This is an optimization exercise on Yosys and OpenROAD, whose aim is small area and a short achievable clock period, not a production implementation.
At most, simulation tests tie the RTL to the original design; equivalence was not proved.
Power is estimated from default activity; no workload was simulated.

## barrel_shifter
module barrel_shifter (
    input  logic        i_clk,
    input  logic        i_signed,
    input  logic        i_shift_left,
    input  logic [4:0]  i_shift_amt,
    input  logic [31:0] i_data,
    output logic [31:0] o_data
);
    logic        left, fill;
    logic [3:0]  a, a_n;
    logic        sr0, sr1, sl0, sl1;
    logic        fr1, fr;
    assign left = i_shift_left;
    assign fill = i_signed & i_data[31];
    assign a    = i_shift_amt[3:0] ^ {4{left}};
    assign a_n  = ~a;
    assign sr0 = ~left & ~i_shift_amt[4];
    assign sr1 = ~left &  i_shift_amt[4];
    assign sl0 =  left &  i_shift_amt[4];
    assign sl1 =  left & ~i_shift_amt[4];
    assign fr1 = fill & sr1;
    assign fr  = fill & ~left;
    logic [46:0] v16;
    logic [38:0] v8_n;
    logic [34:0] v4;
    logic [32:0] v2_n;
    logic [31:0] res;
    for (genvar i = 0; i < 15; i++) begin : g_s16_lo
  ...
clock: 3.5 ns
lec_check: 0
cap_margin: 20
core_margin: 2
core_utilization: 40
slew_margin: 20
synth_hierarchical: 1
synth_minimum_keep_size: 0
standard.sh (not shown) runs the stock make flow with config.mk's settings and CLKGATE_MAP_FILE= SYNTH_SCRIPT=/design/flow/synth_recipe.tcl, a recipe that flattens the netlist after the stock synthesis.
==> flow/flow/run.sh <==
#!/bin/bash
set -e
export BUFFER_PORTS_ARGS="-buffer_cell sky130_fd_sc_hd__buf_1"
bash standard.sh > standard.log 2>&1
The baseline ran to the end with no violations.
Next try:
- SLEW_MARGIN: 20 -> 75
What happened: The new run finished with timing, DRC and antenna clean; cell area rises by 0.85%; cell count does not change; core utilization is higher by 0.44 points; clock-buffer cell count does not change; non-clock buffer count is unchanged; die area stays the same; clock power stays flat; critical path depth rises by 1; setup slack improves by 0.22 ns; wire length decreases by 1.1%.
Next try:
- SLEW_MARGIN: 75 -> 85
Total power grows by 40%.
Die area is unchanged.
Final cell count goes up by 7.0%.
Hold slack gets better by 0.021 ns.

Another version of the RTL of barrel_shifter (not shown whole).
Size in the first run: about 32 flip-flops, roughly 72 I/O pins, ~2500 µm² of cells after synthesis.
clock: 3.5 ns
lec_check: 0
cap_margin: 20
core_margin: 2
core_utilization: 75
gpl_timing_driven: 0
slew_margin: 20
synth_hierarchical: 1
synth_minimum_keep_size: 0
==> flow/flow/run.sh <==
#!/bin/bash
set -e
here=$(pwd)
export BUFFER_PORTS_ARGS="-buffer_cell sky130_fd_sc_hd__buf_1"
export POST_FLOORPLAN_TCL="$here/flow/post_floorplan.tcl"
export PRE_RESIZE_TCL="$here/flow/pre_resize.tcl"
bash standard.sh > standard.log 2>&1
Other scripts of this flow, unchanged in this note and not shown: flow/flow/post_floorplan.tcl, flow/flow/pre_resize.tcl, flow/flow/sizing.tcl
The starting point failed in global placement.
Edit:
CORE_UTILIZATION = 65   (was 75)
With this change the flow completed with no timing, DRC or antenna violations.
Area after synthesis stays the same.
Synthesized cell count stays the same.
No functional check of the RTL was part of any run of this note.

Another version of the RTL of barrel_shifter (not shown whole).
For scale: roughly 280 cells after synthesis, roughly 32 flip-flops, roughly 72 I/O pins, roughly 2500 sq um of cells after synthesis.
==> flow/config.mk <==
export PLATFORM = sky130hd
export DESIGN_NAME = barrel_shifter
export DESIGN_NICKNAME = barrel_shifter
export VERILOG_FILES = /design/flow/design.v
export SDC_FILE = /design/flow/constraint.sdc
export NUM_CORES = 4
export LEC_CHECK = 0
export CAP_MARGIN = 20
export CORE_MARGIN = 2
export CORE_UTILIZATION = 65
export GPL_TIMING_DRIVEN = 0
export SLEW_MARGIN = 20
export SYNTH_HIERARCHICAL = 1
export SYNTH_MINIMUM_KEEP_SIZE = 0
==> flow/constraint.sdc <==
create_clock -name core_clock -period 3.5 [get_ports {i_clk}]
set_input_delay 0.7000 -clock core_clock [delete_from_list [all_inputs] [get_ports {i_clk}]]
set_output_delay 0.7000 -clock core_clock [all_outputs]
set_load 0.01 [all_outputs]
==> flow/flow/post_floorplan.tcl <==
# Size every gate by its load (the shifter stages drive two gates and end up
# at drive strength 1; the select lines drive 15 to 39 gates).
source [file join [file dirname [info script]] sizing.tcl]
size_insts [[ord::get_db_block] getInsts]
==> flow/flow/pre_resize.tcl <==
# Size the input port buffers (buf_1 from buffer_ports) by their loads.
source [file join [file dirname [info script]] sizing.tcl]
set bufs {}
foreach inst [[ord::get_db_block] getInsts] {
  if { [string match "input*" [$inst getName]] } { lappend bufs $inst }
}
size_insts $bufs
==> flow/flow/sizing.tcl <==
# Drive-strength sizing by load, used by post_floorplan.tcl and
# pre_resize.tcl. The load of a driver counts each input pin it drives by
# half the drive strength of that pin's cell, rounded up (a rough stand-in
# for its input capacitance), and each output port as 1.
proc load_of { inst } {
  foreach it [$inst getITerms] {
    if { [$it isOutputSignal] } {
      set net [$it getNet]
      if { $net == "NULL" } { return 0 }
      set n [llength [$net getBTerms]]
      foreach l [$net getITerms] {
        if { [$l isOutputSignal] } { continue }
        if { [regexp {_([0-9]+)$} [[[$l getInst] getMaster] getName] -> s] && $s > 1 } {
          incr n [expr { ($s + 1) / 2 }]
        } else {
          incr n
        }
      }
      return $n
    }
  }
  return 0
}
# Smallest drive strength whose capacity covers the load.
proc size_inst { inst } {
  set caps {1 3 2 6 4 20 6 30 8 1000}
  set m [[$inst getMaster] getName]
  if { ![regexp {^sky130_fd_sc_hd__([a-z0-9]+)_([0-9]+)$} $m -> base size] } { return }
  if { [string match "df*" $base] || [string match "tap*" $base] || [string match "clk*" $base] } { return }
  # XOR gates only drive the select inverters; keep them small
  if { [string match "x*or2" $base] } { return }
  set fo [load_of $inst]
  set best ""
  foreach {s cap} $caps {
    set cand [[ord::get_db] findMaster "sky130_fd_sc_hd__${base}_$s"]
    if { $cand == "NULL" } { continue }
    set best $cand
    if { $fo <= $cap } { break }
  }
  if { $best != "" && [$best getName] != $m } {
    puts "resize [$inst getName]: $m -> [$best getName] (load $fo)"
    $inst swapMaster $best
  }
}
# Size the given instances, those with the largest loads first so that
# their drivers see their final sizes (two passes).
proc size_insts { insts } {
  for {set pass 0} {$pass < 2} {incr pass} {
    foreach inst $insts { size_inst $inst }
  }
}
Scripts as last shown in full above: flow/flow/run.sh
The first run ran to the end with no violations.
Edit:
--- a/flow/flow/sizing.tcl
+++ b/flow/flow/sizing.tcl
@@ -30,2 +29,0 @@
-  # XOR gates only drive the select inverters; keep them small
-  if { [string match "x*or2" $base] } { return }
The new run produced a clean layout; utilization is higher by 1.5 points; via count climbs by 3.5%; cell count is unchanged; clock-buffer cell count grows by 1; non-clock buffer count stays the same; setup slack degrades by 0.071 ns; critical path depth goes up by 1; synthesized cell count is unchanged; sequential share of layout area falls by 0.45 points; flip-flop and latch count does not change; clock power is about the same.
No run of this note included a check of the RTL's function; only the layout flow was run.

Setup of v5:
The RTL this note starts from:
==> flow/design.v <==
module barrel_shifter (
    input  logic        i_clk,
    input  logic        i_signed,
    input  logic        i_shift_left,
    input  logic [4:0]  i_shift_amt,
    input  logic [31:0] i_data,
    output logic [31:0] o_data
);
    logic left, s4, fill, fill_n, cm_n;
    assign left = i_shift_left;
    assign s4   = i_shift_amt[4];
    assign fill = i_signed & i_data[31];
    logic sr0, sr1, sr0_n, sl0_n, cm, ch;
    logic [1:0] sl1_n;    
    bs_nor2  u_sr0   (.a(left), .b(s4), .y(sr0));
    bs_andn  u_sr1   (.a(s4), .b_n(left), .y(sr1));
    bs_or2   u_sr0_n (.a(left), .b(s4), .y(sr0_n));
    bs_nand2 u_sl0_n (.a(left), .b(s4), .y(sl0_n));
    bs_orn   u_sl1_n0 (.a(s4), .b_n(left), .y(sl1_n[0]));
    bs_orn   u_sl1_n1 (.a(s4), .b_n(left), .y(sl1_n[1]));
    bs_nand3b u_cm_n (.a_n(left), .b(i_signed), .c(i_data[31]), .y(cm_n));
    bs_nand2  u_cm   (.a(s4), .b(cm_n), .y(cm));
    bs_nand2  u_fl_n (.a(i_signed), .b(i_data[31]), .y(fill_n));
    bs_nand2b u_ch   (.a_n(left), .b(fill_n), .y(ch));
    logic [3:0] ax, ax_n, a, a_n;
    for (genvar t = 0; t < 4; t++) begin : g_sel
        bs_xor2  u_x  (.a(i_shift_amt[t]), .b(left), .y(ax[t]));
        bs_xnor2 u_xn (.a(i_shift_amt[t]), .b(left), .y(ax_n[t]));
        bs_inv   u_a  (.a(ax_n[t]), .y(a[t]));
        bs_inv   u_an (.a(ax[t]),   .y(a_n[t]));
    end
    logic [46:0] v16_n;
    logic [38:0] v8;
    logic [34:0] v4_n;
    logic [32:0] v2;
    logic [31:0] res_n;
    logic [31:0] q_n;
    for (genvar i = 0; i < 15; i++) begin : g_s16_lo
        bs_aoi22 u (.a(i_data[i]), .sa(sr0), .b(i_data[i+16]), .sb(sr1), .y(v16_n[i]));
    end
    assign v16_n[15] = ~((i_data[15] & ~left & ~s4) | (i_data[31] & ~left & s4) | (i_data[0] & left & ~s4));
    for (genvar i = 16; i < 31; i++) begin : g_s16_mid
        bs_oai221 u (.a(i_data[i]), .sa_n(sr0_n), .b(i_data[i-15]), .sb_n(sl1_n[0]),
                     .c(cm), .y(v16_n[i]));
    end
    assign v16_n[31] = ~((i_data[31] & ~left & ~s4) | (fill & ~left & s4) | (i_data[0] & left & s4)
                         | (i_data[16] & left & ~s4));
    for (genvar i = 32; i < 47; i++) begin : g_s16_hi
        bs_oai221 u (.a(i_data[i-31]), .sa_n(sl0_n), .b(i_data[i-15]), .sb_n(sl1_n[1]),
                     .c(ch), .y(v16_n[i]));
    end
    for (genvar i = 0; i < 39; i++) begin : g_s8
        bs_mux_n u (.a(v16_n[i]), .sa_n(a[3]), .b(v16_n[i+8]), .sb_n(a_n[3]), .y(v8[i]));
    end
    for (genvar i = 0; i < 35; i++) begin : g_s4
        bs_mux_n u (.a(v8[i]), .sa_n(a[2]), .b(v8[i+4]), .sb_n(a_n[2]), .y(v4_n[i]));
    end
    for (genvar i = 0; i < 33; i++) begin : g_s2
        bs_mux_n u (.a(v4_n[i]), .sa_n(a[1]), .b(v4_n[i+2]), .sb_n(a_n[1]), .y(v2[i]));
    end
    for (genvar i = 0; i < 32; i++) begin : g_s1
        bs_mux_n u (.a(v2[i]), .sa_n(a[0]), .b(v2[i+1]), .sb_n(a_n[0]), .y(res_n[i]));
    end
    always_ff @(posedge i_clk) q_n <= res_n;
    assign o_data = ~q_n;
endmodule
module bs_mux_n (input logic a, sa_n, b, sb_n, output logic y);
    assign y = ~((a | sa_n) & (b | sb_n));
endmodule
module bs_aoi22 (input logic a, sa, b, sb, output logic y);
    assign y = ~((a & sa) | (b & sb));
endmodule
module bs_oai221 (input logic a, sa_n, b, sb_n, c, output logic y);
    assign y = ~((a | sa_n) & (b | sb_n) & c);
endmodule
module bs_inv (input logic a, output logic y);
    assign y = ~a;
endmodule
module bs_nor2 (input logic a, b, output logic y);
    assign y = ~(a | b);
endmodule
module bs_or2 (input logic a, b, output logic y);
    assign y = a | b;
endmodule
module bs_nand2 (input logic a, b, output logic y);
    assign y = ~(a & b);
endmodule
module bs_andn (input logic a, b_n, output logic y);
    assign y = a & ~b_n;
endmodule
module bs_orn (input logic a, b_n, output logic y);
    assign y = a | ~b_n;
endmodule
module bs_xor2 (input logic a, b, output logic y);
    assign y = a ^ b;
endmodule
module bs_xnor2 (input logic a, b, output logic y);
    assign y = ~(a ^ b);
endmodule
module bs_nand3b (input logic a_n, b, c, output logic y);
    assign y = ~(~a_n & b & c);
endmodule
module bs_nand2b (input logic a_n, b, output logic y);
    assign y = ~(~a_n & b);
endmodule
clock: 3.5 ns
lec_check: 0
cap_margin: 20
core_margin: 2
core_utilization: 65
gpl_timing_driven: 0
place_density: 0.85
slew_margin: 20
synth_hierarchical: 1
synth_minimum_keep_size: 0
==> flow/flow/sizing.tcl <==
# Drive-strength sizing by load, used by post_floorplan.tcl and
# pre_resize.tcl. The load of a driver counts each input pin it drives by
# half the drive strength of that pin's cell, rounded up (a rough stand-in
# for its input capacitance), and each output port as 1.
proc load_of { inst } {
  foreach it [$inst getITerms] {
    if { [$it isOutputSignal] } {
      set net [$it getNet]
      if { $net == "NULL" } { return 0 }
      set n [llength [$net getBTerms]]
      foreach l [$net getITerms] {
        if { [$l isOutputSignal] } { continue }
        if { [regexp {_([0-9]+)$} [[[$l getInst] getMaster] getName] -> s] && $s > 1 } {
          incr n [expr { ($s + 1) / 2 }]
        } else {
          incr n
        }
      }
      return $n
    }
  }
  return 0
}
# Smallest drive strength whose capacity covers the load.
proc size_inst { inst } {
  set caps {1 3 2 6 4 20 6 30 8 1000}
  set m [[$inst getMaster] getName]
  if { ![regexp {^sky130_fd_sc_hd__([a-z0-9]+)_([0-9]+)$} $m -> base size] } { return }
  if { [string match "df*" $base] || [string match "tap*" $base] || [string match "clk*" $base] } { return }
  set fo [load_of $inst]
  set best ""
  foreach {s cap} $caps {
    set cand [[ord::get_db] findMaster "sky130_fd_sc_hd__${base}_$s"]
    if { $cand == "NULL" } { continue }
    set best $cand
    if { $fo <= $cap } { break }
  }
  if { $best != "" && [$best getName] != $m } {
    puts "resize [$inst getName]: $m -> [$best getName] (load $fo)"
    $inst swapMaster $best
  }
}
# Size the given instances, those with the largest loads first so that
# their drivers see their final sizes (two passes).
proc size_insts { insts } {
  for {set pass 0} {$pass < 2} {incr pass} {
    foreach inst $insts { size_inst $inst }
  }
}
Scripts as last shown in full above: flow/flow/run.sh, flow/flow/post_floorplan.tcl, flow/flow/pre_resize.tcl
The inputs of v37 differ from those of v5 as listed below.
# v5
export LEC_CHECK = 0
export CAP_MARGIN = 20
export CORE_MARGIN = 2
export CORE_UTILIZATION = 65
export GPL_TIMING_DRIVEN = 0
export PLACE_DENSITY = 0.85
export SLEW_MARGIN = 20
export SYNTH_HIERARCHICAL = 1
export SYNTH_MINIMUM_KEEP_SIZE = 0
create_clock -name core_clock -period 3.5 [get_ports {i_clk}]
# v37
export LEC_CHECK = 0
export CAP_MARGIN = 20
export CORE_MARGIN = 2
export CORE_UTILIZATION = 50
export GPL_TIMING_DRIVEN = 0
export PLACE_DENSITY = 0.8
export SLEW_MARGIN = 20
export SYNTH_HIERARCHICAL = 1
export SYNTH_MINIMUM_KEEP_SIZE = 0
create_clock -name core_clock -period 3.5 [get_ports {i_clk}]
==> run summary <==
v37 ended up with a higher overall power than v5 did.
Per the comparison of v37 with v5, minimum clock period after layout now smaller; switching part of the total power now sits lower.
v37 vs v5, number of well taps went up by 40%.
The setup slack of v37 is larger than that of v5.
Reported for v5 and v37, simple logic cell fraction of the synthesized area turned out identical to the last digit.
When the final numbers for v5 and v37 were put side by side, the detailed-route wire length turned out to be smaller in v5.
Comparing v5 and v37, clock buffer instance count of the final layout is higher on v37.
Compared with v5, v37 shows a sequential share of power that is 1.2 points lower.
Changes in v47 relative to v37:
--- a/flow/flow/run.sh
+++ b/flow/flow/run.sh
@@ -5,3 +5,5 @@
 export POST_FLOORPLAN_TCL="$here/flow/post_floorplan.tcl"
 export PRE_RESIZE_TCL="$here/flow/pre_resize.tcl"
+# CTS without dummy balancing loads (cells with no output, area only)
+export CTS_ARGS="-sink_clustering_enable -repair_clock_nets -dont_use_dummy_load"
 bash standard.sh > standard.log 2>&1
Results
- Against v37, maximum fanout along the worst path in v47 fell by more than a quarter.
- v47 against v37: sequential cell count held steady, routed wire length on met2 shrank by about 1.6%.
- Of v47 and v37, the higher cell area belongs to v37.
For v51, these inputs were changed with respect to v47:
# v47
export LEC_CHECK = 0
export CAP_MARGIN = 20
export CORE_MARGIN = 2
export CORE_UTILIZATION = 50
export GPL_TIMING_DRIVEN = 0
export PLACE_DENSITY = 0.8
export SLEW_MARGIN = 20
export SYNTH_HIERARCHICAL = 1
export SYNTH_MINIMUM_KEEP_SIZE = 0
create_clock -name core_clock -period 3.5 [get_ports {i_clk}]
# v51
export LEC_CHECK = 0
export CAP_MARGIN = 20
export CORE_MARGIN = 2
export CORE_UTILIZATION = 65
export GPL_TIMING_DRIVEN = 0
export SLEW_MARGIN = 20
export SYNTH_HIERARCHICAL = 1
export SYNTH_MINIMUM_KEEP_SIZE = 0
create_clock -name core_clock -period 3.5 [get_ports {i_clk}]
==> flow/flow/run.sh <==
#!/bin/bash
set -e
here=$(pwd)
export BUFFER_PORTS_ARGS="-buffer_cell sky130_fd_sc_hd__buf_1"
export POST_FLOORPLAN_TCL="$here/flow/post_floorplan.tcl"
export PRE_RESIZE_TCL="$here/flow/pre_resize.tcl"
bash standard.sh > standard.log 2>&1
==> comparison <==
As far as flip-flop and latch count goes, v47 and v51 are indistinguishable; the numbers are identical.
Across both runs, clock power was higher for v51 than for v47.
Looking at path length in cells of the critical path, v51 sits above v47.
Input-level comparison between v57 and v51:
# v51
export LEC_CHECK = 0
export CAP_MARGIN = 20
export CORE_MARGIN = 2
export CORE_UTILIZATION = 65
export GPL_TIMING_DRIVEN = 0
export SLEW_MARGIN = 20
export SYNTH_HIERARCHICAL = 1
export SYNTH_MINIMUM_KEEP_SIZE = 0
create_clock -name core_clock -period 3.5 [get_ports {i_clk}]
# v57
export LEC_CHECK = 0
export CAP_MARGIN = 20
export CORE_MARGIN = 2
export CORE_UTILIZATION = 65
export CTS_BUF_LIST = sky130_fd_sc_hd__clkbuf_4 sky130_fd_sc_hd__clkbuf_8
export GPL_TIMING_DRIVEN = 0
export SLEW_MARGIN = 20
export SYNTH_HIERARCHICAL = 1
export SYNTH_MINIMUM_KEEP_SIZE = 0
create_clock -name core_clock -period 3.5 [get_ports {i_clk}]
--- a/flow/flow/sizing.tcl
+++ b/flow/flow/sizing.tcl
@@ -28,4 +28,6 @@
   if { ![regexp {^sky130_fd_sc_hd__([a-z0-9]+)_([0-9]+)$} $m -> base size] } { return }
   if { [string match "df*" $base] || [string match "tap*" $base] || [string match "clk*" $base] } { return }
+  # XOR gates only drive the select inverters; keep them small
+  if { [string match "x*or2" $base] } { return }
   set fo [load_of $inst]
   set best ""
[summary]
Routed wire length was higher in v57 than in v51. For the final RePlAce weighted congestion, v57 came in 0.033 higher than v51 did. In summary, v57 completed successfully, with a layout that passed the timing, design-rule and antenna checks. v57 vs v51, slowest cell on the critical path: sky130_fd_sc_hd__xnor2_1 vs sky130_fd_sc_hd__o22ai_1. Between v51 and v57, the flow reports final area decreasing slightly. v57 can be clocked slower than v51. Across both runs, peak supply drop was lower for v57 than for v51. In v57, the largest stage delay on the critical path came out 0.10 ns above the value in v51. v51 → v57: total power increased by about 2% relative to the old numbers, via count decreased by 69 relative to the old numbers.

==> port drivers added, routing unchanged <==
How much do the figures lean on ideal ports? The routed layouts below were timed once more, with nothing changed but the port constraints. Step 1 sets driving cells, clkbuf_16 on the clock port and buf_2 on the other inputs (assumed; they add their load-dependent delay and slew). Step 2 also shifts input and output timing later by t, the mid clock arrival at the registers, as if the neighbouring blocks saw the same clock. Three values: no drivers, after step 1, after step 2; two values: the first two.
run	t (ns)	slack for setup (ns)	hold slack, ns	worst slew at a driven data input, ns	pins driven straight from the clock port
the first run of note 1	0.308	0.979 / 0.984 / 0.676	1.067 / 1.067 / 1.100	0.03	1
the second run of note 1	0.307	1.197 / 1.205 / 0.897	1.050 / 1.052 / 1.101	0.04	1
the third run of note 1	0.314	1.078 / 1.088 / 0.774	1.071 / 1.075 / 1.104	0.04	1
the second run of note 2	0.311	0.853 / 0.831 / 0.520	1.073 / 1.065 / 1.143	0.05	1
the first run of note 3	0.308	1.285 / 1.276 / 0.968	1.014 / 1.012 / 1.147	0.04	1
the second run of note 3	0.317	1.214 / 1.210 / 0.893	1.052 / 1.045 / 1.144	0.04	1
v5	0.312	1.331 / 1.329 / 1.017	1.056 / 1.044 / 1.142	0.04	1
v37	0.305	1.350 / 1.330 / 1.025	1.062 / 1.057 / 1.142	0.05	1
v47	0.296	1.333 / 1.313 / 1.017	1.069 / 1.064 / 1.133	0.05	1
v51	0.308	1.340 / 1.330 / 1.021	1.075 / 1.067 / 1.146	0.05	1
v57	0.322	1.302 / 1.300 / 0.978	1.027 / 1.024 / 1.142	0.04	1
After both steps setup and hold are still met in every run listed. For the second run of note 2, which loses most, drivers alone change the setup slack by -0.022 ns; drivers and shift together by -0.333 ns.
